Background: an optimization exercise with open tools, aiming at small area and a short achievable clock period. Do not read the settings as production practice. No run shown here included a check of the RTL's function; only the layout flow was run. No activity file was given, so power comes from the tool's default toggle rates.

==> flow/config.mk <==
export PLATFORM = sky130hd
export DESIGN_NAME = alu_top
export DESIGN_NICKNAME = alu_top
export VERILOG_FILES = /design/flow/design.v
export SDC_FILE = /design/flow/constraint.sdc
export NUM_CORES = 4
export LEC_CHECK = 0
export CAP_MARGIN = 20
export CORE_MARGIN = 2
export CORE_UTILIZATION = 40
export SETUP_SLACK_MARGIN = 2.2
export SLEW_MARGIN = 20
export SYNTH_HIERARCHICAL = 1
==> flow/constraint.sdc <==
create_clock -name core_clock -period 4.0 [get_ports {clk}]
set_input_delay 0.8000 -clock core_clock [delete_from_list [all_inputs] [get_ports {clk}]]
set_output_delay 0.8000 -clock core_clock [all_outputs]
set_load 0.01 [all_outputs]
==> flow/design.v <==
module c_inv (input logic a, output logic y);
    assign y = ~a;
endmodule
module c_and2 (input logic a, input logic b, output logic y);
    assign y = a & b;
endmodule
module c_nand2 (input logic a, input logic b, output logic y);
    assign y = ~(a & b);
endmodule
module c_nor2 (input logic a, input logic b, output logic y);
    assign y = ~(a | b);
endmodule
module c_nand3 (input logic a, input logic b, input logic c, output logic y);
    assign y = ~(a & b & c);
endmodule
module c_xor2 (input logic a, input logic b, output logic y);
    assign y = a ^ b;
endmodule
module c_xnor2 (input logic a, input logic b, output logic y);
    assign y = ~(a ^ b);
endmodule
module c_aoi22 (input logic a1, input logic a2, input logic b1, input logic b2, output logic y);
    assign y = ~((a1 & a2) | (b1 & b2));
endmodule
module c_aoi222 (
        input logic a1, input logic a2, input logic b1, input logic b2,
        input logic c1, input logic c2, output logic y
    );
    assign y = ~((a1 & a2) | (b1 & b2) | (c1 & c2));
endmodule
module c_merge_t (input logic g, input logic p, input logic gj, output logic gn);
    assign gn = ~(g | (p & gj));
endmodule
module c_merge_f (input logic gn, input logic pn, input logic gjn, output logic g);
    assign g = ~(gn & (pn | gjn));
endmodule
module d_and3nnp (input logic a, input logic b, input logic c, output logic y);
    assign y = ~a & ~b & c;
endmodule
module d_and2np (input logic a, input logic b, output logic y);
    assign y = ~a & b;
endmodule
module d_and3 (input logic a, input logic b, input logic c, output logic y);
    assign y = a & b & c;
endmodule
module d_nor2 (input logic a, input logic b, output logic y);
    assign y = ~(a | b);
endmodule
module d_and4nnnp (input logic a, input logic b, input logic c, input logic d, output logic y);
    assign y = ~a & ~b & ~c & d;
endmodule
module d_and4nnpp (input logic a, input logic b, input logic c, input logic d, output logic y);
    assign y = ~a & ~b & c & d;
endmodule
module d_and4nppp (input logic a, input logic b, input logic c, input logic d, output logic y);
    assign y = ~a & b & c & d;
endmodule
module alu_prep (
        input  logic [11:0] b_in,
        input  logic        carry_in,
        input  logic [2:0]  func_code,
        output logic [11:0] bx,
        output logic        cx
    );
    wire sub;
    d_and3nnp ds (.a(func_code[2]), .b(func_code[1]), .c(func_code[0]), .y(sub));
    genvar i;
    generate
        for (i = 0; i < 12; i++) begin : bits
            c_xor2 x (.a(b_in[i]), .b(sub), .y(bx[i]));
        end
    endgenerate
    c_xor2 xc (.a(carry_in), .b(sub), .y(cx));
endmodule
module alu_s2 (
        input  logic [2:0] func_code,
        input  logic [3:0] n,
        output logic [2:0] s2
    );
    wire       rot = (func_code[2:1] == 2'b01);
    wire       dir = func_code[0];
    wire [1:0] q = n[3:2];
    wire       nz = |n[1:0];
    logic [1:0] q1;
    always_comb begin
        case ({dir, nz, q})
            4'b0001, 4'b0101: q1 = 2'd1;
            4'b0010, 4'b0110: q1 = 2'd2;
            4'b1001: q1 = 2'd2;
            4'b1010: q1 = 2'd1;
            4'b1100: q1 = 2'd2;
            4'b1101: q1 = 2'd1;
            default: q1 = 2'd0;
        endcase
    end
    wire rot_zero = (q == 2'd3) & nz;
    assign s2 = (rot && !rot_zero) ? (3'b001 << q1) : 3'b000;
endmodule
module alu_dec (
        input  logic [2:0] func_code,
        input  logic [3:0] n,
        output logic       sub,
        output logic       arith,
        output logic       tp,
        output logic       tg,
        output logic       tn,
        output logic [3:0] s1,
        output logic [2:0] s2
    );
    wire [2:0] f = func_code;
    d_and3nnp  dsu (.a(f[2]), .b(f[1]), .c(f[0]), .y(sub));
    d_nor2     dar (.a(f[2]), .b(f[1]), .y(arith));
    d_and2np   dtp (.a(f[0]), .b(f[2]), .y(tp));
    wire e10;
    c_xor2     dx10 (.a(f[1]), .b(f[0]), .y(e10));
    c_and2     dtg (.a(f[2]), .b(e10), .y(tg));
    d_and3     dtn (.a(f[2]), .b(f[1]), .c(f[0]), .y(tn));
    wire e;
    c_xor2     dex (.a(n[1]), .b(f[0]), .y(e));
    d_and4nnnp ds0 (.a(f[2]), .b(n[1]), .c(n[0]), .d(f[1]), .y(s1[0]));
    d_and4nnpp ds1 (.a(f[2]), .b(e), .c(f[1]), .d(n[0]), .y(s1[1]));
    d_and4nnpp ds2 (.a(f[2]), .b(n[0]), .c(f[1]), .d(n[1]), .y(s1[2]));
    d_and4nppp ds3 (.a(f[2]), .b(f[1]), .c(n[0]), .d(e), .y(s1[3]));
    alu_s2     ds2s (.func_code(f), .n(n), .s2(s2));
endmodule
module alu_carry (
        input  logic [11:0] g,
        input  logic [11:0] p,
        input  logic        c,
        output logic [12:0] cy
    );
    wire gg1;
    c_merge_t u_gg1 (.g(g[0]), .p(p[0]), .gj(c), .gn(gg1));
    wire gg2;
    c_merge_t u_gg2 (.g(g[2]), .p(p[2]), .gj(g[1]), .gn(gg2));
    wire pp3;
    c_nand2 u_pp3 (.a(p[2]), .b(p[1]), .y(pp3));
    wire gg4;
    c_merge_t u_gg4 (.g(g[4]), .p(p[4]), .gj(g[3]), .gn(gg4));
    wire pp5;
    c_nand2 u_pp5 (.a(p[4]), .b(p[3]), .y(pp5));
    wire gg6;
    c_merge_t u_gg6 (.g(g[6]), .p(p[6]), .gj(g[5]), .gn(gg6));
    wire pp7;
    c_nand2 u_pp7 (.a(p[6]), .b(p[5]), .y(pp7));
    wire gg8;
    c_merge_t u_gg8 (.g(g[8]), .p(p[8]), .gj(g[7]), .gn(gg8));
    wire pp9;
    c_nand2 u_pp9 (.a(p[8]), .b(p[7]), .y(pp9));
    wire gg10;
    c_merge_t u_gg10 (.g(g[10]), .p(p[10]), .gj(g[9]), .gn(gg10));
    wire pp11;
    c_nand2 u_pp11 (.a(p[10]), .b(p[9]), .y(pp11));
    wire ni12;
    c_inv u_ni12 (.a(gg1), .y(ni12));
    wire gg13;
    c_merge_t u_gg13 (.g(g[1]), .p(p[1]), .gj(ni12), .gn(gg13));
    wire gg14;
    c_merge_f u_gg14 (.gn(gg2), .pn(pp3), .gjn(gg1), .g(gg14));
    wire ni15;
    c_inv u_ni15 (.a(gg4), .y(ni15));
    wire ni16;
    c_inv u_ni16 (.a(pp5), .y(ni16));
    wire gg17;
    c_merge_t u_gg17 (.g(g[5]), .p(p[5]), .gj(ni15), .gn(gg17));
    wire pp18;
    c_nand2 u_pp18 (.a(p[5]), .b(ni16), .y(pp18));
    wire gg19;
    c_merge_f u_gg19 (.gn(gg6), .pn(pp7), .gjn(gg4), .g(gg19));
    wire pp20;
    c_nor2 u_pp20 (.a(pp7), .b(pp5), .y(pp20));
    wire ni21;
    c_inv u_ni21 (.a(gg8), .y(ni21));
    wire ni22;
    c_inv u_ni22 (.a(pp9), .y(ni22));
    wire gg23;
    c_merge_t u_gg23 (.g(g[9]), .p(p[9]), .gj(ni21), .gn(gg23));
    wire pp24;
    c_nand2 u_pp24 (.a(p[9]), .b(ni22), .y(pp24));
    wire gg25;
    c_merge_f u_gg25 (.gn(gg10), .pn(pp11), .gjn(gg8), .g(gg25));
    wire pp26;
    c_nor2 u_pp26 (.a(pp11), .b(pp9), .y(pp26));
    wire gg27;
    c_merge_t u_gg27 (.g(g[3]), .p(p[3]), .gj(gg14), .gn(gg27));
    wire ni28;
    c_inv u_ni28 (.a(gg14), .y(ni28));
    wire gg29;
    c_merge_f u_gg29 (.gn(gg4), .pn(pp5), .gjn(ni28), .g(gg29));
    wire gg30;
    c_merge_f u_gg30 (.gn(gg17), .pn(pp18), .gjn(ni28), .g(gg30));
    wire gg31;
    c_merge_t u_gg31 (.g(gg19), .p(pp20), .gj(gg14), .gn(gg31));
    wire gg32;
    c_merge_t u_gg32 (.g(g[11]), .p(p[11]), .gj(gg25), .gn(gg32));
    wire pp33;
    c_nand2 u_pp33 (.a(p[11]), .b(pp26), .y(pp33));
    wire ni34;
    c_inv u_ni34 (.a(gg31), .y(ni34));
    wire gg35;
    c_merge_t u_gg35 (.g(g[7]), .p(p[7]), .gj(ni34), .gn(gg35));
    wire gg36;
    c_merge_f u_gg36 (.gn(gg8), .pn(pp9), .gjn(gg31), .g(gg36));
    wire gg37;
    c_merge_f u_gg37 (.gn(gg23), .pn(pp24), .gjn(gg31), .g(gg37));
    wire gg38;
    c_merge_t u_gg38 (.g(gg25), .p(pp26), .gj(ni34), .gn(gg38));
    wire gg39;
    c_merge_f u_gg39 (.gn(gg32), .pn(pp33), .gjn(gg31), .g(gg39));
    assign cy[0] = c;
    assign cy[1] = gg1;
    assign cy[2] = gg13;
    assign cy[3] = gg14;
    assign cy[4] = gg27;
    assign cy[5] = gg29;
    assign cy[6] = gg30;
    assign cy[7] = gg31;
    assign cy[8] = gg35;
    assign cy[9] = gg36;
    assign cy[10] = gg37;
    assign cy[11] = gg38;
    assign cy[12] = gg39;
endmodule
module alu_flags (
        input  logic c11,
        input  logic c12,
        input  logic sub,
        input  logic arith,
        output logic carry_out,
        output logic overflow_out
    );
    assign carry_out = arith & (c12 ^ sub);
    assign overflow_out = arith & (c11 ^ c12);
endmodule
module alu_equ (input logic [11:0] p, input logic sub, output logic equ);
    assign equ = sub ? (&p) : ~(|p);
endmodule
module alu (
        input logic [11:0] a_in,
        input logic [11:0] bx,
        input logic cx,
        input logic [2:0] func_code,
        output logic [11:0] a_out,
        output logic carry_out,
        output logic equ_out,
        output logic overflow_out
    );
    localparam logic [12:0] CY_INV = 13'b0100110010110;
    wire sub, arith, tp, tg, tn;
    wire [3:0] s1;
    wire [2:0] s2;
    alu_dec dec (
        .func_code(func_code), .n(bx[3:0]), .sub(sub), .arith(arith),
        .tp(tp), .tg(tg), .tn(tn), .s1(s1), .s2(s2)
    );
    wire [11:0] p, g, an, s, t, u, v, r1, rn, ln;
    wire [12:0] cy;
    genvar i;
    generate
        for (i = 0; i < 12; i++) begin : pg
            c_xor2 hp (.a(a_in[i]), .b(bx[i]), .y(p[i]));
            c_and2 hg (.a(a_in[i]), .b(bx[i]), .y(g[i]));
            c_inv  ai (.a(a_in[i]), .y(an[i]));
        end
    endgenerate
    alu_carry carries (.g(g), .p(p), .c(cx), .cy(cy));
    c_xor2 sm0 (.a(p[0]), .b(cy[0]), .y(s[0]));
    c_xnor2 sm1 (.a(p[1]), .b(cy[1]), .y(s[1]));
    c_xnor2 sm2 (.a(p[2]), .b(cy[2]), .y(s[2]));
    c_xor2 sm3 (.a(p[3]), .b(cy[3]), .y(s[3]));
    c_xnor2 sm4 (.a(p[4]), .b(cy[4]), .y(s[4]));
    c_xor2 sm5 (.a(p[5]), .b(cy[5]), .y(s[5]));
    c_xor2 sm6 (.a(p[6]), .b(cy[6]), .y(s[6]));
    c_xnor2 sm7 (.a(p[7]), .b(cy[7]), .y(s[7]));
    c_xnor2 sm8 (.a(p[8]), .b(cy[8]), .y(s[8]));
    c_xor2 sm9 (.a(p[9]), .b(cy[9]), .y(s[9]));
    c_xor2 sm10 (.a(p[10]), .b(cy[10]), .y(s[10]));
    c_xnor2 sm11 (.a(p[11]), .b(cy[11]), .y(s[11]));
    generate
        for (i = 0; i < 12; i++) begin : outs
            c_aoi22 ru (.a1(s1[0]), .a2(a_in[i]), .b1(s1[1]), .b2(a_in[(i + 11) % 12]), .y(u[i]));
            c_aoi22 rv (.a1(s1[2]), .a2(a_in[(i + 10) % 12]), .b1(s1[3]), .b2(a_in[(i + 9) % 12]), .y(v[i]));
            c_nand2 r1o (.a(u[i]), .b(v[i]), .y(r1[i]));
            c_aoi222 r2 (
                .a1(s2[0]), .a2(r1[i]), .b1(s2[1]), .b2(r1[(i + 8) % 12]),
                .c1(s2[2]), .c2(r1[(i + 4) % 12]), .y(rn[i])
            );
            c_aoi222 lg (.a1(tp), .a2(p[i]), .b1(tg), .b2(g[i]), .c1(tn), .c2(an[i]), .y(ln[i]));
            c_nand2 sg (.a(arith), .b(s[i]), .y(t[i]));
            c_nand3 o (.a(t[i]), .b(rn[i]), .c(ln[i]), .y(a_out[i]));
        end
    endgenerate
    alu_equ eq (.p(p), .sub(sub), .equ(equ_out));
    alu_flags fl (
        .c11(~cy[11]), .c12(cy[12]), .sub(sub), .arith(arith),
        .carry_out(carry_out), .overflow_out(overflow_out)
    );
endmodule
module alu_top (
        input  logic        clk,
        input  logic [11:0] a_in,
        input  logic [11:0] b_in,
        input  logic        carry_in,
        input  logic [2:0]  func_code,
        output logic [11:0] a_out,
        output logic        carry_out,
        output logic        equ_out,
        output logic        overflow_out
    );
    logic [11:0] a_q, b_q;
    logic        carry_q;
    logic [2:0]  func_q;
    wire  [11:0] bx;
    wire         cx;
    wire  [11:0] res;
    wire         res_carry, res_equ, res_overflow;
    alu_prep core_prep (
        .b_in(b_in), .carry_in(carry_in), .func_code(func_code), .bx(bx), .cx(cx)
    );
    always_ff @(posedge clk) begin
        a_q     <= a_in;
        b_q     <= bx;
        carry_q <= cx;
        func_q  <= func_code;
    end
    alu core_alu (
        .a_in(a_q), .bx(b_q), .cx(carry_q), .func_code(func_q),
        .a_out(res), .carry_out(res_carry), .equ_out(res_equ), .overflow_out(res_overflow)
    );
    always_ff @(posedge clk) begin
        a_out        <= res;
        carry_out    <= res_carry;
        equ_out      <= res_equ;
        overflow_out <= res_overflow;
    end
endmodule
==> flow/flow/run.sh <==
#!/bin/bash
# Own layout flow: the standard ORFS flow (standard.sh) with the standard
# synthesis unchanged, and two changes to the layout steps:
#  - before floorplanning, flow/downsize.tcl removes synthesis's buffers and
#    sets each logic cell to its smallest size, for the repair steps to
#    upsize where timing needs it;
#  - the port buffers are plain buffers (BUF_CELL) instead of the delay
#    cells that buffer_ports picks by default.
# Each step's output goes to a log file in the work folder; ORFS's own logs
# stay under orfs/logs.
set -euo pipefail
HERE=$(cd "$(dirname "$0")" && pwd)
BUF_CELL=${BUF_CELL:-sky130_fd_sc_hd__buf_1}
bash standard.sh synth > synth.log 2>&1
bash standard.sh "PRE_FLOORPLAN_TCL=$HERE/downsize.tcl" \
  "BUFFER_PORTS_ARGS=-buffer_cell $BUF_CELL" finish > layout.log 2>&1
==> flow/flow/downsize.tcl <==
# Before floorplanning: remove the buffers that synthesis inserted and set
# every combinational cell to the smallest library cell of the same function.
# The repair steps of the flow then buffer and upsize what the clock period
# needs. Registers keep their cells.
remove_buffers
set n_changed 0
foreach inst [[ord::get_db_block] getInsts] {
  set m [[$inst getMaster] getName]
  if {![regexp {^(sky130_fd_sc_hd__[a-z0-9]+)_([0-9]+)$} $m -> base drv]} { continue }
  if {[regexp {df|dl|sdf|edf|clk|conb|tap|fill|decap} $base]} { continue }
  set best ""
  set best_area 1e9
  foreach lc [get_lib_cells ${base}_*] {
    set name [get_name $lc]
    if {![regexp "^${base}_\[0-9\]+\$" $name]} { continue }
    if {[get_property $lc dont_use]} { continue }
    set a [get_property $lc area]
    if {$a < $best_area} { set best $name; set best_area $a }
  }
  if {$best ne "" && $best ne $m} {
    replace_cell [get_cells [$inst getName]] [get_lib_cells $best]
    incr n_changed
  }
}
puts "downsize: $n_changed cells changed"
==> flow/standard.sh <==
#!/bin/bash
# synth_recipe.tcl (not shown) runs the flow's synth.tcl, then flattens the netlist and writes it again
# the make line also repeats each setting of config.mk as NAME=value (left out here)
make -C /OpenROAD-flow-scripts/flow DESIGN_CONFIG=/design/flow/config.mk WORK_HOME=/design/flow/orfs CLKGATE_MAP_FILE= SYNTH_SCRIPT=/design/flow/synth_recipe.tcl "${@:-finish}"
==> flow_summary_export.csv, run 1 <==
group,metric,value,unit
routing,routed_wirelength,7570,um
cts,htree_levels,2,
setup_path,crit_fanout,7,
synthesis,synth.net_count,302,
placement,numPortBuffers,43,
placement,place.gp.congestion,0.852,
die,floorplan.die.width,80.7,um
placement,postPlaceCellArea,2660,um^2
die,dieHeight,80.7,um
final_layout,drive_gt1_frac,0.329,
cts,cts-root-buf,"sky130_fd_sc_hd__clkbuf_8",
cts,clock-sinks,43,
cts,holdBufCountCts,0,
die,pin_count,44,
grt,first_global_vias,2256,
setup_path,critical_path_rt,4.17,ns
grt,grt_remaining_overflow,0,
final_layout,nets,376,
sta,drv_slew,0,
routing,ant_nets,0,
placement,placement.setup.worst_slack,1.84,ns
cts,cts_max_path_buffers,2,
setup_path,cp-end-kind,"flip-flop",
sta,max-slew-margin-rel,0.256,
synthesis,ys_warn_count,8,
setup_path,criticalPathCategory,"flip-flop to flip-flop",
setup_path,cp-start-kind,"flip-flop",
final_layout,area_growth_syn_to_layout,46.7,%
grt,initial_antenna_violation_count,0,
cts,cts_made_buffers,5,
final_layout,seq_area,913,um^2
sta,min_period_over_period,0.465,
power_and_ir_drop,max-vdd-ir-drop,199,uV
cts,tritoncts_clock_tree,"done",
outcome,result_of_the_run,"complete, no violations",
die,core_area,5610,um^2
sta,fin_setup_tns,0,ns
setup_path,crit_arrival,2.03,ns
routing,drt-vias-per-instance,6.05,
synthesis,synth_area_per_cell,8.62,um^2
cts,clkLatencyLatePin,0.30,ns
die,initial_util,0.419,
grt,maximum_number_of_pins_on_one_net_before_global_route_repair,15,
sta,setup_viol_count_final,0,
setup_path,critPathTopFamily,"compound AO/OA/AOI/OAI gates",
synthesis,synthCells,273,
setup_path,critical_path.cell_chain,"xor2_4, and4bb_4, a22oi_2, nand2_2, a222oi_1, nand3_1",
power_and_ir_drop,p_leak,1.32,nW
die,rows,27,
job,timing.max_cap.violations,0,
hold_path,hold_path.class,"input port to flip-flop",
final_layout,layout_commonest_cell,"sky130_fd_sc_hd__buf_1",
sta,worst-slew-pin-transition,1.11,ns
sta,clock_skew,0.00900,ns
power_and_ir_drop,power.density,343,nW/um^2
sta,final_worst_setup_slack,2.14,ns
routing,num_vias,2533,
routing,drt_iter0_drc,430,
sta,fin_crit_period,1.86,ns
final_layout,multi_input_comb_area,1920,um^2
setup_path,largest_incremental_delay_on_the_critical_path,0.45,ns
die,design.die.area,6510,um^2
final_layout,fillers,492,
placement,place_hpwl,4560,um
setup_path,worst-path-buf-inv,0,
setup_path,critical_path.slowest_cell,"sky130_fd_sc_hd__a222oi_1",
final_layout,layout_common_cells,"43 x sky130_fd_sc_hd__buf_1, 25 x sky130_fd_sc_hd__nand2_1, 25 x sky130_fd_sc_hd__dfxtp_1",
sta,rsz_0062_raised_after_global_routing,"yes",
final_layout,antenna-diode-count,0,
routing,post_route_drc,0,
routing,detailedRoute.firstPassIterationCount,9,
final_layout,final_design_area_no_fill,3450,um^2
sta,finalHoldViolCount,0,
cts,clk_transition_reported_paths,0.08,ns
sta,whs,0.583,ns
routing,routed_wire_length_per_instance,18.1,um
sta,max_clock_freq,537,MHz
grt,grt_usage,0.230,
synthesis,synth.cell_area,2350,um^2
grt,grt_pass1_wl,11200,um
power by group:
part           internal (mW)  switching (mW)
Clock                  0.136           0.149
Sequential             0.473          0.0564
Combinational          0.164           0.206
Total                  0.772           0.412
per-stage QoR:
stage	util	power [mW]	std cells
2_1_floorplan	-	0.713	273
3_3_place_gp	0.475	0.793	388
3_5_place_dp	0.475	0.796	388
4_1_cts	0.564	1.14	412
5_1_grt	0.615	1.25	419
6_report	0.615	1.18	419
layout make-up:
cell class	instances	share of cell area
Clock buffer	6	0.0239
Clock inverter	1	0.00145
Inverter	21	0.0228
Multi-Input combinational cell	211	0.556
Sequential cell	43	0.265
Tap cell	72	0.0261
Timing Repair Buffer	65	0.105
worst paths after layout:
check	startpoint	endpoint	slack [ns]	cells past startpoint
setup / recovery	b_q[1]$_DFF_P_	a_out[8]$_DFF_P_	2.14	6
hold / removal	a_in[5]	a_q[5]$_DFF_P_	0.58	1
setup reg to reg	b_q[1]$_DFF_P_	a_out[8]$_DFF_P_	2.14	6
hold reg to reg	carry_q$_DFF_P_	a_out[0]$_DFF_P_	0.64	3
state kept, by name, indices dropped and copies added, names as in the netlist:
register,flops
equ_out,1
a_q,12
carry_out,1
func_q,3
overflow_out,1
carry_q,1
a_out,12
b_q,12
per-layer routing:
metal,part of all wire,vias up,track usage
met5,0,-,0
li1,-,1168,-
met4,0.026,0,0.0966
met2,0.47,171,0.356
met3,0.097,20,0.0517
met1,0.40,1174,0.306
what timing repair did:
item	in CTS	in global routing
gates cloned	2	0
endpoints found under the hold margin	0	0
pin swaps	16	44
buffers inserted	15	7
setup endpoints to repair	15	14
resized for setup	58	58
==> run 2: changes to the inputs <==
--- a/flow/design.v
+++ b/flow/design.v
@@ -14,4 +14,10 @@
     assign y = ~(a & b & c);
 endmodule
+module c_nand4 (input logic a, input logic b, input logic c, input logic d, output logic y);
+    assign y = ~(a & b & c & d);
+endmodule
+module c_mux2 (input logic a0, input logic a1, input logic s, output logic y);
+    assign y = s ? a1 : a0;
+endmodule
 module c_xor2 (input logic a, input logic b, output logic y);
     assign y = a ^ b;
@@ -47,4 +53,7 @@
     assign y = ~(a | b);
 endmodule
+module d_nor3 (input logic a, input logic b, input logic c, output logic y);
+    assign y = ~(a | b | c);
+endmodule
 module d_and4nnnp (input logic a, input logic b, input logic c, input logic d, output logic y);
     assign y = ~a & ~b & ~c & d;
@@ -102,4 +111,5 @@
         output logic       sub,
         output logic       arith,
+        output logic       add,
         output logic       tp,
         output logic       tg,
@@ -111,4 +121,5 @@
     d_and3nnp  dsu (.a(f[2]), .b(f[1]), .c(f[0]), .y(sub));
     d_nor2     dar (.a(f[2]), .b(f[1]), .y(arith));
+    d_nor3     dad (.a(f[2]), .b(f[1]), .c(f[0]), .y(add));
     d_and2np   dtp (.a(f[0]), .b(f[2]), .y(tp));
     wire e10;
@@ -222,15 +233,4 @@
     assign cy[12] = gg39;
 endmodule
-module alu_flags (
-        input  logic c11,
-        input  logic c12,
-        input  logic sub,
-        input  logic arith,
-        output logic carry_out,
-        output logic overflow_out
-    );
-    assign carry_out = arith & (c12 ^ sub);
-    assign overflow_out = arith & (c11 ^ c12);
-endmodule
 module alu_equ (input logic [11:0] p, input logic sub, output logic equ);
     assign equ = sub ? (&p) : ~(|p);
@@ -247,12 +247,12 @@
     );
     localparam logic [12:0] CY_INV = 13'b0100110010110;
-    wire sub, arith, tp, tg, tn;
+    wire sub, arith, add, tp, tg, tn;
     wire [3:0] s1;
     wire [2:0] s2;
     alu_dec dec (
-        .func_code(func_code), .n(bx[3:0]), .sub(sub), .arith(arith),
+        .func_code(func_code), .n(bx[3:0]), .sub(sub), .arith(arith), .add(add),
         .tp(tp), .tg(tg), .tn(tn), .s1(s1), .s2(s2)
     );
-    wire [11:0] p, g, an, s, t, u, v, r1, rn, ln;
+    wire [11:0] p, g, an, s, t, u, v, r1, rn, rm, ln;
     wire [12:0] cy;
     genvar i;
@@ -282,18 +282,17 @@
             c_aoi22 rv (.a1(s1[2]), .a2(a_in[(i + 10) % 12]), .b1(s1[3]), .b2(a_in[(i + 9) % 12]), .y(v[i]));
             c_nand2 r1o (.a(u[i]), .b(v[i]), .y(r1[i]));
-            c_aoi222 r2 (
-                .a1(s2[0]), .a2(r1[i]), .b1(s2[1]), .b2(r1[(i + 8) % 12]),
-                .c1(s2[2]), .c2(r1[(i + 4) % 12]), .y(rn[i])
-            );
+            c_aoi22 r2a (.a1(s2[0]), .a2(r1[i]), .b1(s2[1]), .b2(r1[(i + 8) % 12]), .y(rn[i]));
+            c_nand2 r2b (.a(s2[2]), .b(r1[(i + 4) % 12]), .y(rm[i]));
             c_aoi222 lg (.a1(tp), .a2(p[i]), .b1(tg), .b2(g[i]), .c1(tn), .c2(an[i]), .y(ln[i]));
             c_nand2 sg (.a(arith), .b(s[i]), .y(t[i]));
-            c_nand3 o (.a(t[i]), .b(rn[i]), .c(ln[i]), .y(a_out[i]));
+            c_nand4 o (.a(t[i]), .b(rn[i]), .c(rm[i]), .d(ln[i]), .y(a_out[i]));
         end
     endgenerate
     alu_equ eq (.p(p), .sub(sub), .equ(equ_out));
-    alu_flags fl (
-        .c11(~cy[11]), .c12(cy[12]), .sub(sub), .arith(arith),
-        .carry_out(carry_out), .overflow_out(overflow_out)
-    );
+    wire ov0, ov1;
+    c_and2    ova (.a(arith), .b(g[11]), .y(ov0));
+    d_and3nnp ovb (.a(a_in[11]), .b(bx[11]), .c(arith), .y(ov1));
+    c_mux2    ovm (.a0(ov1), .a1(ov0), .s(cy[11]), .y(overflow_out));
+    c_mux2    com (.a0(sub), .a1(add), .s(cy[12]), .y(carry_out));
 endmodule
 module alu_top (
==> run 2 against run 1 <==
Compared with the run above:
- still clean
- die area rose by 1.5%
- clock power down 2%
- final area shrank 1.4%
- synthesized cell count rose by 4.4%
- largest power group unchanged
==> flow_summary_export.csv, run 2 <==
group,metric,value,unit
routing,ant_nets,0,
cts,htree_levels,2,
placement,place_hpwl,4690,um
grt,grt_remaining_overflow,0,
hold_path,hold_path.class,"input port to flip-flop",
grt,maximum_number_of_pins_on_one_net_before_global_route_repair,15,
setup_path,critical_path.cell_chain,"and2_1, a21oi_4, o21ai_4, a21oi_4, inv_2, a21oi_2, mux2_4",
die,pin_count,44,
cts,cts_max_path_buffers,2,
job,timing.max_cap.violations,0,
grt,grt_pass1_wl,10800,um
routing,drt_iter0_drc,229,
synthesis,synth.net_count,314,
setup_path,critical_path_rt,4.19,ns
sta,fin_setup_tns,0,ns
placement,placement.setup.worst_slack,1.79,ns
final_layout,antenna-diode-count,0,
cts,clk_transition_reported_paths,0.08,ns
power_and_ir_drop,power.density,344,nW/um^2
power_and_ir_drop,total_power,1.17,mW
final_layout,fillers,505,
final_layout,final_core_utilization,0.582,
cts,clkLatencyLatePin,0.30,ns
sta,max-slew-margin-rel,0.425,
routing,routed_wire_length_per_instance,16.0,um
die,dieHeight,81.3,um
cts,tritoncts_clock_tree,"done",
final_layout,multi_input_comb_area,1810,um^2
cts,cts_made_buffers,5,
die,floorplan.die.width,81.3,um
final_layout,area_growth_syn_to_layout,42.4,%
grt,initial_antenna_violation_count,0,
sta,final_worst_setup_slack,2.24,ns
setup_path,criticalPathCategory,"flip-flop to flip-flop",
die,initial_util,0.408,
setup_path,crit_arrival,1.95,ns
sta,min_period_over_period,0.440,
die,rows,28,
setup_path,largest_incremental_delay_on_the_critical_path,0.37,ns
cts,cts-root-buf,"sky130_fd_sc_hd__clkbuf_8",
routing,num_vias,2501,
sta,rsz_0062_raised_after_global_routing,"no",
sta,setup_viol_count_final,0,
die,design.die.area,6610,um^2
routing,detailedRoute.firstPassIterationCount,6,
die,core_area,5850,um^2
sta,finalHoldViolCount,0,
power_and_ir_drop,max-vdd-ir-drop,205,uV
synthesis,synthCells,285,
routing,post_route_drc,0,
sta,worst-slew-pin-transition,0.862,ns
setup_path,critical_path.slowest_cell,"sky130_fd_sc_hd__dfxtp_4",
synthesis,synth_area_per_cell,8.39,um^2
sta,clock_skew,0.0111,ns
routing,drt-vias-per-instance,5.68,
sta,drv_slew,0,
synthesis,synth.cell_area,2390,um^2
cts,clock-sinks,43,
power_and_ir_drop,p_leak,1.33,nW
placement,numPortBuffers,43,
routing,routed_wirelength,7040,um
grt,first_global_vias,2118,
synthesis,ys_warn_count,8,
final_layout,layout_commonest_cell,"sky130_fd_sc_hd__nand2_1",
final_layout,layout_common_cells,"46 x sky130_fd_sc_hd__nand2_1, 43 x sky130_fd_sc_hd__buf_1, 36 x sky130_fd_sc_hd__a22oi_1",
setup_path,cp-end-kind,"flip-flop",
setup_path,cp-start-kind,"flip-flop",
sta,max_clock_freq,568,MHz
sta,fin_crit_period,1.76,ns
final_layout,top_regs,"a_out: 12 flops, a_q: 12 flops, b_q: 12 flops",
final_layout,final_design_area_no_fill,3400,um^2
setup_path,crit_fanout,4,
placement,place.gp.congestion,0.929,
setup_path,path_common_cell,"sky130_fd_sc_hd__a21oi_4",
placement,postPlaceCellArea,2710,um^2
final_layout,drive_gt1_frac,0.258,
outcome,result_of_the_run,"complete, no violations",
final_layout,nets,394,
final_layout,seq_area,927,um^2
grt,grt_usage,0.219,
## run 2: stage by stage
stage / instances / hold WS (ns)
4_1_cts: 420 / 0.586
2_1_floorplan: 285 / 0.562
6_report: 440 / 0.591
3_5_place_dp: 404 / 0.609
3_3_place_gp: 404 / 0.604
5_1_grt: 440 / 0.573
## run 2: worst paths after layout
kind	from	endpoint	slack, ns	cells past startpoint
min	a_in[0]	a_q[0]$_DFF_P_	0.59	1
max reg2reg	a_q[0]$_DFF_P_	overflow_out$_DFF_P_	2.24	7
min reg2reg	a_q[10]$_DFF_P_	a_out[10]$_DFF_P_	0.64	3
max	a_q[0]$_DFF_P_	overflow_out$_DFF_P_	2.24	7
## run 2: cell type report
class,instances,area share
multi-input cells,222,0.531
flip-flops and latches,43,0.272
repair buffers,73,0.121
well taps,75,0.0276
clock buffers,6,0.0243
inverters,20,0.0221
clock inverters,1,0.00147
## run 2: per-layer routing
layer	routed length, um	GRT usage	share of wire
met2	3460	0.339	0.49
met3	445	0.0411	0.063
met1	3030	0.305	0.43
met5	0	0	0
met4	101	0.0712	0.014
## run 2: worst max-delay path, delay by kind of cell (launching register included)
kind	cells	cell delay, ns
compound gates	4	0.69
buf+inv	1	0.07
flops	1	0.37
mux	1	0.31
simple gates	1	0.20
## run 2: where the power goes
part           leakage (nW)  switching [mW]  total, mW  internal [mW]
clock network        0.0470           0.141      0.277          0.135
registers             0.367          0.0504      0.522          0.472
logic                 0.919           0.202      0.373          0.172
## run 2: timing repair
| item | 4_1_cts | 5_1_grt |
|---|---|---|
| pin swaps | 9 | 14 |
| buffers inserted | 9 | 20 |
| hold buffers | 0 | 0 |
| endpoints found under the setup margin | 15 | 15 |
| gates resized for setup | 56 | 34 |
==> run 3: changes to the inputs <==
--- a/flow/config.mk
+++ b/flow/config.mk
@@ -9,5 +9,5 @@
 export CORE_MARGIN = 2
 export CORE_UTILIZATION = 40
-export SETUP_SLACK_MARGIN = 2.2
+export SETUP_SLACK_MARGIN = 2.0
 export SLEW_MARGIN = 20
 export SYNTH_HIERARCHICAL = 1
==> run 3 against run 2 <==
Compared with the run above:
- still clean
- synthesized cell count is the same
- clock skew is 0.0033 ns lower
- utilization shrank 7.7 points
- register-to-register slack got worse by 0.17 ns
- worst setup slack got worse by 0.17 ns
- sequential power about the same
- sequential share of layout area increased by 2.4 points
- largest power group unchanged
- highest routed layer unchanged
==> flow_summary_export.csv, run 3 <==
group,metric,value,unit
outcome,result_of_the_run,"complete, no violations",
routing,detailedRoute.firstPassIterationCount,6,
synthesis,synth.cell_area,2390,um^2
routing,routed_wirelength,6540,um
routing,ant_nets,0,
sta,fin_setup_tns,0,ns
setup_path,criticalPathCategory,"flip-flop to flip-flop",
power_and_ir_drop,p_leak,1.16,nW
synthesis,synth_area_per_cell,8.39,um^2
grt,grt_remaining_overflow,0,
cts,htree_levels,2,
die,core_area,5850,um^2
cts,cts-root-buf,"sky130_fd_sc_hd__clkbuf_8",
final_layout,layout_common_cells,"47 x sky130_fd_sc_hd__nand2_1, 43 x sky130_fd_sc_hd__buf_1, 36 x sky130_fd_sc_hd__a22oi_1",
final_layout,fillers,594,
final_layout,layout_commonest_cell,"sky130_fd_sc_hd__nand2_1",
final_layout,nets,367,
final_layout,seq_area,876,um^2
grt,met3_usage,0.0378,
routing,drt-vias-per-instance,5.71,
grt,maximum_number_of_pins_on_one_net_before_global_route_repair,15,
power_and_ir_drop,power.density,365,nW/um^2
sta,rsz_0062_raised_after_global_routing,"yes",
cts,clk_transition_reported_paths,0.08,ns
setup_path,crit_arrival,2.11,ns
grt,initial_antenna_violation_count,0,
placement,dp.cells,406,
final_layout,multi_input_comb_area,1640,um^2
routing,post_route_drc,0,
routing,drt_iter0_drc,298,
cts,clkLatencyLatePin,0.29,ns
routing,num_vias,2362,
final_layout,antenna-diode-count,0,
final_layout,final_core_utilization,0.505,
grt,grt_busiest_layer,"met2",
die,pin_count,44,
power_and_ir_drop,total_power,1.08,mW
setup_path,cp-start-kind,"flip-flop",
placement,placement.setup.worst_slack,1.76,ns
die,initial_util,0.408,
cts,holdBufCountCts,0,
placement,place.gp.congestion,0.929,
sta,drv_slew,0,
sta,clock_skew,0.00777,ns
grt,grtUsageMet2,0.310,
final_layout,top_regs,"a_out: 12 flops, a_q: 12 flops, b_q: 12 flops",
sta,setup_viol_count_final,0,
grt,grt_pass1_wl,10400,um
placement,numPortBuffers,43,
setup_path,cp-end-kind,"flip-flop",
synthesis,synthCells,285,
die,floorplan.die.width,81.3,um
cts,clock-sinks,43,
cts,tritoncts_clock_tree,"done",
sta,max_clock_freq,519,MHz
routing,routed_wire_length_per_instance,15.8,um
sta,max-slew-margin-rel,0.468,
grt,globalRouteMet1Util,0.298,
placement,place_hpwl,4700,um
sta,final_worst_setup_slack,2.07,ns
die,design.die.area,6610,um^2
synthesis,synth.net_count,314,
job,timing.max_cap.violations,0,
final_layout,drive_gt1_frac,0.127,
setup_path,critical_path_rt,4.18,ns
synthesis,ys_warn_count,8,
sta,min_period_over_period,0.482,
grt,first_global_vias,2045,
cts,cts_max_path_buffers,2,
cts,cts_made_buffers,5,
final_layout,area_growth_syn_to_layout,23.6,%
power_and_ir_drop,max-vdd-ir-drop,184,uV
sta,worst-slew-pin-transition,0.798,ns
hold_path,hold_path.class,"input port to flip-flop",
die,dieHeight,81.3,um
sta,finalHoldViolCount,0,
grt,grt_usage,0.207,
final_layout,final_cell_count_no_fill,414,
setup_path,crit_fanout,7,
sta,fin_crit_period,1.93,ns
cts,post_cts.repair.setup_buffers,0,
die,rows,28,
## run 3: path summary, 6_finish.rpt
kind	startpoint	endpoint	slack [ns]	depth (start not counted)
max reg2reg	a_q[9]$_DFF_P_	carry_out$_DFF_P_	2.07	6
min reg2reg	a_q[5]$_DFF_P_	a_out[5]$_DFF_P_	0.65	3
max	a_q[9]$_DFF_P_	carry_out$_DFF_P_	2.07	6
min	a_in[6]	a_q[6]$_DFF_P_	0.59	1
## run 3: per-layer routing
metal  share of wire  wire length (um)  vias up
li1                -                 -     1147
met1            0.46              3020     1103
met2            0.45              2970      103
met3           0.069               451        9
met4           0.016               103        0
met5               0                 0        -
## run 3: through the flow
step | area, um^2 | hold WS (ns)
after floorplan | 2400 | 0.556
after global routing | 2950 | 0.585
after CTS | 2850 | 0.585
after detailed placement | 2680 | 0.598
final | 2950 | 0.590
after global placement | 2680 | 0.614
## run 3: what timing repair did
action	4_1_cts	5_1_grt
endpoints found under the setup margin	14	14
resized for setup	16	23
hold endpoints to repair	0	0
pin swaps	1	1
## run 3: cell type report
class / count / share of cell area
multi-input cells: 222 / 0.557
flip-flops and latches: 43 / 0.296
repair buffers: 46 / 0.0623
well taps: 75 / 0.0318
clock buffers: 7 / 0.0258
inverters: 20 / 0.0254
clock inverters: 1 / 0.00169
## run 3: worst max-delay path, stage by stage, from the launching register on
cell and delay, ns:
sky130_fd_sc_hd__dfxtp_1 0.52, sky130_fd_sc_hd__xor2_2 0.35, sky130_fd_sc_hd__nand2_1 0.11, sky130_fd_sc_hd__o21ai_0 0.29, sky130_fd_sc_hd__a21oi_1 0.11, sky130_fd_sc_hd__o21ai_0 0.11, sky130_fd_sc_hd__mux2_1 0.33
## run 3: report_power, final
group	total, mW	internal (mW)	switching [mW]	leakage, nW
Sequential	0.523	0.475	0.0479	0.361
Combinational	0.289	0.117	0.172	0.754
Clock	0.266	0.123	0.143	0.0422
==> run 4: changes to the inputs <==
--- a/flow/design.v
+++ b/flow/design.v
@@ -144,92 +144,146 @@
     c_merge_t u_gg1 (.g(g[0]), .p(p[0]), .gj(c), .gn(gg1));
     wire gg2;
-    c_merge_t u_gg2 (.g(g[2]), .p(p[2]), .gj(g[1]), .gn(gg2));
+    c_merge_t u_gg2 (.g(g[1]), .p(p[1]), .gj(g[0]), .gn(gg2));
     wire pp3;
-    c_nand2 u_pp3 (.a(p[2]), .b(p[1]), .y(pp3));
+    c_nand2 u_pp3 (.a(p[1]), .b(p[0]), .y(pp3));
     wire gg4;
-    c_merge_t u_gg4 (.g(g[4]), .p(p[4]), .gj(g[3]), .gn(gg4));
+    c_merge_t u_gg4 (.g(g[2]), .p(p[2]), .gj(g[1]), .gn(gg4));
     wire pp5;
-    c_nand2 u_pp5 (.a(p[4]), .b(p[3]), .y(pp5));
+    c_nand2 u_pp5 (.a(p[2]), .b(p[1]), .y(pp5));
     wire gg6;
-    c_merge_t u_gg6 (.g(g[6]), .p(p[6]), .gj(g[5]), .gn(gg6));
+    c_merge_t u_gg6 (.g(g[3]), .p(p[3]), .gj(g[2]), .gn(gg6));
     wire pp7;
-    c_nand2 u_pp7 (.a(p[6]), .b(p[5]), .y(pp7));
+    c_nand2 u_pp7 (.a(p[3]), .b(p[2]), .y(pp7));
     wire gg8;
-    c_merge_t u_gg8 (.g(g[8]), .p(p[8]), .gj(g[7]), .gn(gg8));
+    c_merge_t u_gg8 (.g(g[4]), .p(p[4]), .gj(g[3]), .gn(gg8));
     wire pp9;
-    c_nand2 u_pp9 (.a(p[8]), .b(p[7]), .y(pp9));
+    c_nand2 u_pp9 (.a(p[4]), .b(p[3]), .y(pp9));
     wire gg10;
-    c_merge_t u_gg10 (.g(g[10]), .p(p[10]), .gj(g[9]), .gn(gg10));
+    c_merge_t u_gg10 (.g(g[5]), .p(p[5]), .gj(g[4]), .gn(gg10));
     wire pp11;
-    c_nand2 u_pp11 (.a(p[10]), .b(p[9]), .y(pp11));
-    wire ni12;
-    c_inv u_ni12 (.a(gg1), .y(ni12));
-    wire gg13;
-    c_merge_t u_gg13 (.g(g[1]), .p(p[1]), .gj(ni12), .gn(gg13));
+    c_nand2 u_pp11 (.a(p[5]), .b(p[4]), .y(pp11));
+    wire gg12;
+    c_merge_t u_gg12 (.g(g[6]), .p(p[6]), .gj(g[5]), .gn(gg12));
+    wire pp13;
+    c_nand2 u_pp13 (.a(p[6]), .b(p[5]), .y(pp13));
     wire gg14;
-    c_merge_f u_gg14 (.gn(gg2), .pn(pp3), .gjn(gg1), .g(gg14));
-    wire ni15;
-    c_inv u_ni15 (.a(gg4), .y(ni15));
-    wire ni16;
-    c_inv u_ni16 (.a(pp5), .y(ni16));
-    wire gg17;
-    c_merge_t u_gg17 (.g(g[5]), .p(p[5]), .gj(ni15), .gn(gg17));
-    wire pp18;
-    c_nand2 u_pp18 (.a(p[5]), .b(ni16), .y(pp18));
-    wire gg19;
-    c_merge_f u_gg19 (.gn(gg6), .pn(pp7), .gjn(gg4), .g(gg19));
-    wire pp20;
-    c_nor2 u_pp20 (.a(pp7), .b(pp5), .y(pp20));
-    wire ni21;
-    c_inv u_ni21 (.a(gg8), .y(ni21));
-    wire ni22;
-    c_inv u_ni22 (.a(pp9), .y(ni22));
-    wire gg23;
-    c_merge_t u_gg23 (.g(g[9]), .p(p[9]), .gj(ni21), .gn(gg23));
-    wire pp24;
-    c_nand2 u_pp24 (.a(p[9]), .b(ni22), .y(pp24));
+    c_merge_t u_gg14 (.g(g[7]), .p(p[7]), .gj(g[6]), .gn(gg14));
+    wire pp15;
+    c_nand2 u_pp15 (.a(p[7]), .b(p[6]), .y(pp15));
+    wire gg16;
+    c_merge_t u_gg16 (.g(g[8]), .p(p[8]), .gj(g[7]), .gn(gg16));
+    wire pp17;
+    c_nand2 u_pp17 (.a(p[8]), .b(p[7]), .y(pp17));
+    wire gg18;
+    c_merge_t u_gg18 (.g(g[9]), .p(p[9]), .gj(g[8]), .gn(gg18));
+    wire pp19;
+    c_nand2 u_pp19 (.a(p[9]), .b(p[8]), .y(pp19));
+    wire gg20;
+    c_merge_t u_gg20 (.g(g[10]), .p(p[10]), .gj(g[9]), .gn(gg20));
+    wire pp21;
+    c_nand2 u_pp21 (.a(p[10]), .b(p[9]), .y(pp21));
+    wire gg22;
+    c_merge_t u_gg22 (.g(g[11]), .p(p[11]), .gj(g[10]), .gn(gg22));
+    wire pp23;
+    c_nand2 u_pp23 (.a(p[11]), .b(p[10]), .y(pp23));
+    wire ni24;
+    c_inv u_ni24 (.a(c), .y(ni24));
     wire gg25;
-    c_merge_f u_gg25 (.gn(gg10), .pn(pp11), .gjn(gg8), .g(gg25));
-    wire pp26;
-    c_nor2 u_pp26 (.a(pp11), .b(pp9), .y(pp26));
+    c_merge_f u_gg25 (.gn(gg2), .pn(pp3), .gjn(ni24), .g(gg25));
+    wire gg26;
+    c_merge_f u_gg26 (.gn(gg4), .pn(pp5), .gjn(gg1), .g(gg26));
     wire gg27;
-    c_merge_t u_gg27 (.g(g[3]), .p(p[3]), .gj(gg14), .gn(gg27));
-    wire ni28;
-    c_inv u_ni28 (.a(gg14), .y(ni28));
+    c_merge_f u_gg27 (.gn(gg6), .pn(pp7), .gjn(gg2), .g(gg27));
+    wire pp28;
+    c_nor2 u_pp28 (.a(pp7), .b(pp3), .y(pp28));
     wire gg29;
-    c_merge_f u_gg29 (.gn(gg4), .pn(pp5), .gjn(ni28), .g(gg29));
-    wire gg30;
-    c_merge_f u_gg30 (.gn(gg17), .pn(pp18), .gjn(ni28), .g(gg30));
+    c_merge_f u_gg29 (.gn(gg8), .pn(pp9), .gjn(gg4), .g(gg29));
+    wire pp30;
+    c_nor2 u_pp30 (.a(pp9), .b(pp5), .y(pp30));
     wire gg31;
-    c_merge_t u_gg31 (.g(gg19), .p(pp20), .gj(gg14), .gn(gg31));
-    wire gg32;
-    c_merge_t u_gg32 (.g(g[11]), .p(p[11]), .gj(gg25), .gn(gg32));
-    wire pp33;
-    c_nand2 u_pp33 (.a(p[11]), .b(pp26), .y(pp33));
-    wire ni34;
-    c_inv u_ni34 (.a(gg31), .y(ni34));
+    c_merge_f u_gg31 (.gn(gg10), .pn(pp11), .gjn(gg6), .g(gg31));
+    wire pp32;
+    c_nor2 u_pp32 (.a(pp11), .b(pp7), .y(pp32));
+    wire gg33;
+    c_merge_f u_gg33 (.gn(gg12), .pn(pp13), .gjn(gg8), .g(gg33));
+    wire pp34;
+    c_nor2 u_pp34 (.a(pp13), .b(pp9), .y(pp34));
     wire gg35;
-    c_merge_t u_gg35 (.g(g[7]), .p(p[7]), .gj(ni34), .gn(gg35));
-    wire gg36;
-    c_merge_f u_gg36 (.gn(gg8), .pn(pp9), .gjn(gg31), .g(gg36));
+    c_merge_f u_gg35 (.gn(gg14), .pn(pp15), .gjn(gg10), .g(gg35));
+    wire pp36;
+    c_nor2 u_pp36 (.a(pp15), .b(pp11), .y(pp36));
     wire gg37;
-    c_merge_f u_gg37 (.gn(gg23), .pn(pp24), .gjn(gg31), .g(gg37));
-    wire gg38;
-    c_merge_t u_gg38 (.g(gg25), .p(pp26), .gj(ni34), .gn(gg38));
+    c_merge_f u_gg37 (.gn(gg16), .pn(pp17), .gjn(gg12), .g(gg37));
+    wire pp38;
+    c_nor2 u_pp38 (.a(pp17), .b(pp13), .y(pp38));
     wire gg39;
-    c_merge_f u_gg39 (.gn(gg32), .pn(pp33), .gjn(gg31), .g(gg39));
+    c_merge_f u_gg39 (.gn(gg18), .pn(pp19), .gjn(gg14), .g(gg39));
+    wire pp40;
+    c_nor2 u_pp40 (.a(pp19), .b(pp15), .y(pp40));
+    wire gg41;
+    c_merge_f u_gg41 (.gn(gg20), .pn(pp21), .gjn(gg16), .g(gg41));
+    wire pp42;
+    c_nor2 u_pp42 (.a(pp21), .b(pp17), .y(pp42));
+    wire gg43;
+    c_merge_f u_gg43 (.gn(gg22), .pn(pp23), .gjn(gg18), .g(gg43));
+    wire pp44;
+    c_nor2 u_pp44 (.a(pp23), .b(pp19), .y(pp44));
+    wire gg45;
+    c_merge_t u_gg45 (.g(gg27), .p(pp28), .gj(c), .gn(gg45));
+    wire ni46;
+    c_inv u_ni46 (.a(gg1), .y(ni46));
+    wire gg47;
+    c_merge_t u_gg47 (.g(gg29), .p(pp30), .gj(ni46), .gn(gg47));
+    wire gg48;
+    c_merge_t u_gg48 (.g(gg31), .p(pp32), .gj(gg25), .gn(gg48));
+    wire gg49;
+    c_merge_t u_gg49 (.g(gg33), .p(pp34), .gj(gg26), .gn(gg49));
+    wire gg50;
+    c_merge_t u_gg50 (.g(gg35), .p(pp36), .gj(gg27), .gn(gg50));
+    wire pp51;
+    c_nand2 u_pp51 (.a(pp36), .b(pp28), .y(pp51));
+    wire gg52;
+    c_merge_t u_gg52 (.g(gg37), .p(pp38), .gj(gg29), .gn(gg52));
+    wire pp53;
+    c_nand2 u_pp53 (.a(pp38), .b(pp30), .y(pp53));
+    wire gg54;
+    c_merge_t u_gg54 (.g(gg39), .p(pp40), .gj(gg31), .gn(gg54));
+    wire pp55;
+    c_nand2 u_pp55 (.a(pp40), .b(pp32), .y(pp55));
+    wire gg56;
+    c_merge_t u_gg56 (.g(gg41), .p(pp42), .gj(gg33), .gn(gg56));
+    wire pp57;
+    c_nand2 u_pp57 (.a(pp42), .b(pp34), .y(pp57));
+    wire gg58;
+    c_merge_t u_gg58 (.g(gg43), .p(pp44), .gj(gg35), .gn(gg58));
+    wire pp59;
+    c_nand2 u_pp59 (.a(pp44), .b(pp36), .y(pp59));
+    wire gg60;
+    c_merge_f u_gg60 (.gn(gg50), .pn(pp51), .gjn(ni24), .g(gg60));
+    wire gg61;
+    c_merge_f u_gg61 (.gn(gg52), .pn(pp53), .gjn(gg1), .g(gg61));
+    wire ni62;
+    c_inv u_ni62 (.a(gg25), .y(ni62));
+    wire gg63;
+    c_merge_f u_gg63 (.gn(gg54), .pn(pp55), .gjn(ni62), .g(gg63));
+    wire ni64;
+    c_inv u_ni64 (.a(gg26), .y(ni64));
+    wire gg65;
+    c_merge_f u_gg65 (.gn(gg56), .pn(pp57), .gjn(ni64), .g(gg65));
+    wire gg66;
+    c_merge_f u_gg66 (.gn(gg58), .pn(pp59), .gjn(gg45), .g(gg66));
     assign cy[0] = c;
     assign cy[1] = gg1;
-    assign cy[2] = gg13;
-    assign cy[3] = gg14;
-    assign cy[4] = gg27;
-    assign cy[5] = gg29;
-    assign cy[6] = gg30;
-    assign cy[7] = gg31;
-    assign cy[8] = gg35;
-    assign cy[9] = gg36;
-    assign cy[10] = gg37;
-    assign cy[11] = gg38;
-    assign cy[12] = gg39;
+    assign cy[2] = gg25;
+    assign cy[3] = gg26;
+    assign cy[4] = gg45;
+    assign cy[5] = gg47;
+    assign cy[6] = gg48;
+    assign cy[7] = gg49;
+    assign cy[8] = gg60;
+    assign cy[9] = gg61;
+    assign cy[10] = gg63;
+    assign cy[11] = gg65;
+    assign cy[12] = gg66;
 endmodule
 module alu_equ (input logic [11:0] p, input logic sub, output logic equ);
@@ -246,5 +300,5 @@
         output logic overflow_out
     );
-    localparam logic [12:0] CY_INV = 13'b0100110010110;
+    localparam logic [12:0] CY_INV = 13'b0000011110010;
     wire sub, arith, add, tp, tg, tn;
     wire [3:0] s1;
@@ -267,14 +321,14 @@
     c_xor2 sm0 (.a(p[0]), .b(cy[0]), .y(s[0]));
     c_xnor2 sm1 (.a(p[1]), .b(cy[1]), .y(s[1]));
-    c_xnor2 sm2 (.a(p[2]), .b(cy[2]), .y(s[2]));
+    c_xor2 sm2 (.a(p[2]), .b(cy[2]), .y(s[2]));
     c_xor2 sm3 (.a(p[3]), .b(cy[3]), .y(s[3]));
     c_xnor2 sm4 (.a(p[4]), .b(cy[4]), .y(s[4]));
-    c_xor2 sm5 (.a(p[5]), .b(cy[5]), .y(s[5]));
-    c_xor2 sm6 (.a(p[6]), .b(cy[6]), .y(s[6]));
+    c_xnor2 sm5 (.a(p[5]), .b(cy[5]), .y(s[5]));
+    c_xnor2 sm6 (.a(p[6]), .b(cy[6]), .y(s[6]));
     c_xnor2 sm7 (.a(p[7]), .b(cy[7]), .y(s[7]));
-    c_xnor2 sm8 (.a(p[8]), .b(cy[8]), .y(s[8]));
+    c_xor2 sm8 (.a(p[8]), .b(cy[8]), .y(s[8]));
     c_xor2 sm9 (.a(p[9]), .b(cy[9]), .y(s[9]));
     c_xor2 sm10 (.a(p[10]), .b(cy[10]), .y(s[10]));
-    c_xnor2 sm11 (.a(p[11]), .b(cy[11]), .y(s[11]));
+    c_xor2 sm11 (.a(p[11]), .b(cy[11]), .y(s[11]));
     generate
         for (i = 0; i < 12; i++) begin : outs
@@ -293,5 +347,5 @@
     c_and2    ova (.a(arith), .b(g[11]), .y(ov0));
     d_and3nnp ovb (.a(a_in[11]), .b(bx[11]), .c(arith), .y(ov1));
-    c_mux2    ovm (.a0(ov1), .a1(ov0), .s(cy[11]), .y(overflow_out));
+    c_mux2    ovm (.a0(ov0), .a1(ov1), .s(cy[11]), .y(overflow_out));
     c_mux2    com (.a0(sub), .a1(add), .s(cy[12]), .y(carry_out));
 endmodule
--- a/flow/config.mk
+++ b/flow/config.mk
@@ -9,5 +9,5 @@
 export CORE_MARGIN = 2
 export CORE_UTILIZATION = 40
-export SETUP_SLACK_MARGIN = 2.0
+export SETUP_SLACK_MARGIN = 2.2
 export SLEW_MARGIN = 20
 export SYNTH_HIERARCHICAL = 1
==> run 4 against run 3 <==
Compared with the run above:
- routed wire length grew 21%
- final area up 15%
- critical path depth unchanged
- clock skew fell by 0.0046 ns
- still clean
- critical endpoint is now overflow_out$_DFF_P_
- hold slack worse by 0.00060 ns
- critical path type unchanged
- synthesized cell count up 9.5%
- highest routed layer unchanged
- first-iteration DRC count up 42%
- combinational power rose by 29%
- maximum frequency grew 8.6%
- worst setup slack better by 0.15 ns
==> flow_summary_export.csv, run 4 <==
group,metric,value,unit
setup_path,crit_fanout,7,
final_layout,fillers,527,
die,rows,28,
synthesis,synth_area_per_cell,8.04,um^2
setup_path,cp-start-kind,"flip-flop",
power_and_ir_drop,netSwitchingFraction,0.352,
grt,maximum_number_of_pins_on_one_net_before_global_route_repair,15,
power_and_ir_drop,share_clk_of_total_power,0.236,
setup_path,largest_incremental_delay_on_the_critical_path,0.42,ns
sta,final_worst_setup_slack,2.23,ns
setup_path,critical_path.reg2reg.endpoint,"overflow_out$_DFF_P_",
sta,max_clock_freq,563,MHz
placement,placement.setup.worst_slack,1.82,ns
cts,cts-root-buf,"sky130_fd_sc_hd__clkbuf_8",
synthesis,synth.net_count,341,
synthesis,synth.cell_area,2510,um^2
die,initial_util,0.419,
power_and_ir_drop,cellInternalPower,0.770,mW
setup_path,worst-path-buf-inv,1,
sta,rsz_0062_raised_after_global_routing,"yes",
setup_path,launch_point_of_the_worst_path,"b_q[1]$_DFF_P_",
setup_path,path_common_cell,"sky130_fd_sc_hd__o21ai_2",
cts,clock-sinks,43,
power_and_ir_drop,total_switching_power,0.418,mW
final_layout,layout_commonest_cell,"sky130_fd_sc_hd__nand2_1",
grt,grt_usage,0.219,
outcome,result_of_the_run,"complete, no violations",
setup_path,timing.rr.start,"b_q[1]$_DFF_P_",
setup_path,cp-end-kind,"flip-flop",
setup_path,worst-r2r-cell-count,6,
setup_path,crit_arrival,1.96,ns
cts,cts_made_buffers,5,
power_and_ir_drop,pwr-share-seq,0.449,
sta,whs,0.590,ns
power_and_ir_drop,p_leak,1.29,nW
placement,place_hpwl,5440,um
die,core_area,5990,um^2
final_layout,nets,410,
cts,cts_max_path_buffers,2,
routing,drt_iter0_drc,424,
grt,first_global_vias,2426,
setup_path,register_to_register_setup_slack,2.23,ns
grt,grt_pass1_wl,12300,um
cts,htree_levels,2,
grt,grt_remaining_overflow,0,
hold_path,hold_path.startpoint,"a_in[8]",
setup_path,criticalPathCategory,"flip-flop to flip-flop",
setup_path,critical_path.cell_chain,"xor2_2, nand2_1, o21ai_2, inv_1, o21ai_2, mux2_1",
job,timing.max_cap.violations,0,
sta,finalHoldViolCount,0,
setup_path,critPathTopFamily,"flip-flops",
cts,clk_transition_reported_paths,0.08,ns
final_layout,layout_common_cells,"55 x sky130_fd_sc_hd__nand2_1, 43 x sky130_fd_sc_hd__buf_1, 36 x sky130_fd_sc_hd__a22oi_1",
sta,setup_viol_count_final,0,
sta,worst-slew-pin-transition,0.778,ns
final_layout,antenna-diode-count,0,
routing,num_vias,2769,
routing,post_route_drc,0,
routing,ant_nets,0,
sta,max-slew-margin-rel,0.481,
placement,place.gp.congestion,0.948,
power_and_ir_drop,max-vdd-ir-drop,176,uV
hold_path,hold_path.class,"input port to flip-flop",
power_and_ir_drop,power_frac_comb,0.315,
grt,initial_antenna_violation_count,0,
setup_path,critical_path.slowest_cell,"sky130_fd_sc_hd__dfxtp_4",
setup_path,cp_num_cells,6,
final_layout,top_regs,"a_out: 12 flops, a_q: 12 flops, b_q: 12 flops",
power_and_ir_drop,total_power,1.19,mW
cts,clkLatencyLatePin,0.30,ns
setup_path,critical_path_rt,4.18,ns
final_layout,area_growth_syn_to_layout,35.2,%
synthesis,synthCells,312,
final_layout,drive_gt1_frac,0.207,
sta,clock_skew,0.00319,ns
die,floorplan.die.width,83.2,um
sta,min_period_over_period,0.444,
power_and_ir_drop,power.density,350,nW/um^2
sta,drv_slew,0,
synthesis,ys_warn_count,8,
cts,tritoncts_clock_tree,"done",
die,dieHeight,83.2,um
routing,drt-vias-per-instance,6.07,
placement,numPortBuffers,43,
routing,routed_wirelength,7940,um
sta,fin_crit_period,1.77,ns
routing,routed_wire_length_per_instance,17.4,um
routing,detailedRoute.firstPassIterationCount,5,
setup_path,worstSetupEndpoint,"overflow_out$_DFF_P_",
sta,fin_setup_tns,0,ns
die,pin_count,44,
die,design.die.area,6920,um^2
final_layout,final_design_area_no_fill,3390,um^2
placement,postPlaceCellArea,2830,um^2
==> run 4: worst min-delay path by stage <==
stage / end / depth (start not counted) / slack [ns]
2_1_floorplan: a_out[10]$_DFF_P_ / 3 / 0.57
3_3_place_gp: a_out[9]$_DFF_P_ / 3 / 0.64
3_5_place_dp: a_out[9]$_DFF_P_ / 3 / 0.66
4_1_cts: a_q[2]$_DFF_P_ / 1 / 0.59
5_1_grt: a_q[0]$_DFF_P_ / 1 / 0.59
6_report: a_q[8]$_DFF_P_ / 1 / 0.59
==> run 4: cell type report <==
cell class                 instances  area, um^2  share of cell area
clock buffer                       6        82.6              0.0243
tap                               75        93.8              0.0276
inverter                          17        63.8              0.0188
clock inverter                     1        5.00             0.00147
multi-input combinational        252        1900               0.561
timing repair buffer              62         329              0.0969
sequential                        43         917               0.270
==> run 4: stage by stage <==
stage                     utilization  std cells
after floorplan                     -        312
after global placement          0.472        431
after global routing            0.567        456
final                           0.567        456
after detailed placement        0.472        431
after CTS                       0.534        445
==> run 4: routing by layer <==
layer,global-route usage,up-vias,part of all wire
met4,0.0954,0,0.025
li1,-,1280,-
met1,0.292,1276,0.40
met3,0.0348,24,0.10
met2,0.350,189,0.47
met5,0,-,0
==> run 4: repair_timing <==
action,CTS,global route
gates resized for setup,44,38
hold buffers,0,0
endpoints found under the setup margin,15,14
hold endpoints to repair,0,0
setup buffers,7,11
pin swaps,3,7
==> run 4: power groups by stage <==
stage               combinational (mW)  sequential (mW)  clock, mW
floorplan                        0.200            0.528          0
global placement                 0.297            0.525          0
detailed placement               0.296            0.526          0
CTS                              0.325            0.530      0.287
global route                     0.405            0.540      0.303
finish                           0.374            0.533      0.281

==> afterwards: timing with drivers on the ports <==
In the flow no input, the clock included, has a driving cell. The finished layouts below were timed again as built, in two steps. Step 1, drivers: a clkbuf_16 drives clk and a buf_2 each remaining input, both assumed. Step 2 moves the port delays by t, midway between the first and last clock arrival at a register: inputs arrive t later, outputs are due t later. That takes back most of the time a late clock gives input paths. Three values: ideal ports, drivers, drivers and shift; two values: the first two.
run	shift t [ns]	slack for setup (ns)	worst setup path at the end
run 1	0.331	2.139 / 2.139 / 2.045	input to register
run 2	0.322	2.240 / 2.240 / 2.027	input to register
run 3	0.316	2.072 / 2.072 / 2.017	input to register
run 4	0.323	2.225 / 2.225 / 2.086	input to register
After both steps setup and hold are still met in every run listed. The setup slack of run 2, which loses most, moves by 0.000 ns with the drivers and by -0.213 ns with both steps.
